Source: an optimization exercise on an open RTL-to-GDS flow (aim: small area). Production flows keep margins and buffers that such runs may drop.
Function was checked by simulation only, so behaviour that the tests miss may differ from the original.
No activity file was given, so power comes from the tool's default toggle rates.

## a9
module a9(x0,x1,x2,x3,x4,x5,x6,x7,x8,x9,h0,h1,h2,h3,h4,h5,h6,h7,h8,h9,clk,reset,y);
input [3:0] x0,x1,x2,x3,x4,x5,x6,x7,x8,x9;
input [3:0] h0,h1,h2,h3,h4,h5,h6,h7,h8,h9;
input   reset,clk;
output reg [31:0] y;
wire p0_00, p0_01, p0_02, p0_03, p0_10, p0_11, p0_12, p0_13, p0_20, p0_21, p0_22, p0_23, p0_30, p0_31, p0_32, p0_33;
wire p1_00, p1_01, p1_02, p1_03, p1_10, p1_11, p1_12, p1_13, p1_20, p1_21, p1_22, p1_23, p1_30, p1_31, p1_32, p1_33;
wire p2_00, p2_01, p2_02, p2_03, p2_10, p2_11, p2_12, p2_13, p2_20, p2_21, p2_22, p2_23, p2_30, p2_31, p2_32, p2_33;
wire p3_00, p3_01, p3_02, p3_03, p3_10, p3_11, p3_12, p3_13, p3_20, p3_21, p3_22, p3_23, p3_30, p3_31, p3_32, p3_33;
wire p4_00, p4_01, p4_02, p4_03, p4_10, p4_11, p4_12, p4_13, p4_20, p4_21, p4_22, p4_23, p4_30, p4_31, p4_32, p4_33;
wire p5_00, p5_01, p5_02, p5_03, p5_10, p5_11, p5_12, p5_13, p5_20, p5_21, p5_22, p5_23, p5_30, p5_31, p5_32, p5_33;
wire p6_00, p6_01, p6_02, p6_03, p6_10, p6_11, p6_12, p6_13, p6_20, p6_21, p6_22, p6_23, p6_30, p6_31, p6_32, p6_33;
wire p7_00, p7_01, p7_02, p7_03, p7_10, p7_11, p7_12, p7_13, p7_20, p7_21, p7_22, p7_23, p7_30, p7_31, p7_32, p7_33;
wire p8_00, p8_01, p8_02, p8_03, p8_10, p8_11, p8_12, p8_13, p8_20, p8_21, p8_22, p8_23, p8_30, p8_31, p8_32, p8_33;
wire p9_00, p9_01, p9_02, p9_03, p9_10, p9_11, p9_12, p9_13, p9_20, p9_21, p9_22, p9_23, p9_30, p9_31, p9_32, p9_33;
wire s1, c2, s3, c4, s5, c6, s7, c8, c9, s10, c11, s12, c13, s14, c15, s16;
wire c17, s18, c19, s20, c21, s22, c23, s24, c25, s26, c27, s28, c29, s30, c31, s32;
wire c33, s34, c35, s36, c37, s38, c39, s40, c41, s42, c43, s44, c45, s46, c47, s48;
wire c49, s50, c51, s52, c53, s54, c55, s56, c57, s58, c59, s60, c61, s62, c63, s64;
wire c65, s66, c67, s68, c69, s70, c71, s72, c73, c74, s75, c76, s77, c78, s79, c80;
  ...
Size in the first run: ~360 cells after synthesis, ~12 flip-flops, ~110 I/O pins, ~4100 sq um of cells after synthesis.
export LEC_CHECK = 0
export CAP_MARGIN = 20
export CORE_MARGIN = 2
export CORE_UTILIZATION = 40
export SLEW_MARGIN = 20
export SYNTH_HIERARCHICAL = 1
create_clock -name core_clock -period 7.5 [get_ports {clk}]
run.sh (not shown) runs the stock make flow with config.mk's settings and CLKGATE_MAP_FILE= SYNTH_SCRIPT=/design/flow/synth_recipe.tcl, a recipe that flattens the netlist after the stock synthesis.
The first run completed with no timing, DRC or antenna violations.
Edit:
==> flow/flow/run.sh (new file) <==
#!/bin/bash
# The standard layout, with every port buffered by the smallest buffer
# (sky130_fd_sc_hd__buf_1) instead of the one buffer_ports picks itself.
set -euo pipefail
# One tie cell drives all the constant outputs.
export SKIP_REPAIR_TIE_FANOUT=1
export BUFFER_PORTS_ARGS="-buffer_cell sky130_fd_sc_hd__buf_1"
bash standard.sh synth > synth.log 2>&1
bash standard.sh finish > finish.log 2>&1
==> flow/standard.sh (new file) <==
#!/bin/bash
# synth_recipe.tcl (not shown) runs the flow's synth.tcl, then flattens the netlist and writes it again
# the make line also repeats each setting of config.mk as NAME=value (left out here)
make -C /OpenROAD-flow-scripts/flow DESIGN_CONFIG=/design/flow/config.mk WORK_HOME=/design/flow/orfs CLKGATE_MAP_FILE= SYNTH_SCRIPT=/design/flow/synth_recipe.tcl "${@:-finish}"
- CTS_BUF_LIST: not set -> sky130_fd_sc_hd__clkbuf_4
- CTS_CLUSTER_DIAMETER: not set -> 500
- CTS_CLUSTER_SIZE: not set -> 30
removed: flow/run.sh
The new run went through all stages and came out clean; synthesized cell count does not change; utilization decreases by 11 points; worst setup slack is better by 99 ps; maximum frequency increases slightly; clock-buffer cell count decreases by 1; area after synthesis stays the same; die area does not change.
Edit:
--- a/flow/flow/run.sh
+++ b/flow/flow/run.sh
@@ -5,2 +4,0 @@
-# One tie cell drives all the constant outputs.
-export SKIP_REPAIR_TIE_FANOUT=1
- CTS_BUF_LIST: sky130_fd_sc_hd__clkbuf_4 -> not set
- CTS_CLUSTER_DIAMETER: 500 -> not set
- CTS_CLUSTER_SIZE: 30 -> not set
Effect: Die area stays the same; combinational power went up by about 3%; global-route usage rises by 0.22 points; total power rose by 3.4%; via count is about the same; worst setup slack gains 67 ps; synthesized area is unchanged; cell area climbs by 2.2%.

==> port drivers added, routing unchanged <==
Ports are ideal in the flow. The routed layouts listed here were re-timed in OpenROAD. Step 1 assumes that a clkbuf_16 drives the clock port and a buf_2 every other input. Step 2, shift: input delay + t, output delay - t, t = (earliest + latest rising clock arrival at the registers) / 2. This alone moves slack from input paths to output paths. Three values: no drivers, after step 1, after step 2; two values: the first two.
| run | t, ns | slack for setup (ns) | cell pins on the clock port's net |
|---|---|---|---|
| the first run | 0.270 | 0.219 / 0.218 / -0.052 | 1 |
| the second run | 0.292 | 0.318 / 0.319 / 0.027 | 1 |
| the third run | 0.264 | 0.385 / 0.388 / 0.124 | 1 |
With both steps, setup timing fails in the first run, where it was met with ideal ports. For the second run, which loses most, drivers alone change the setup slack by +0.001 ns; drivers and shift together by -0.291 ns.
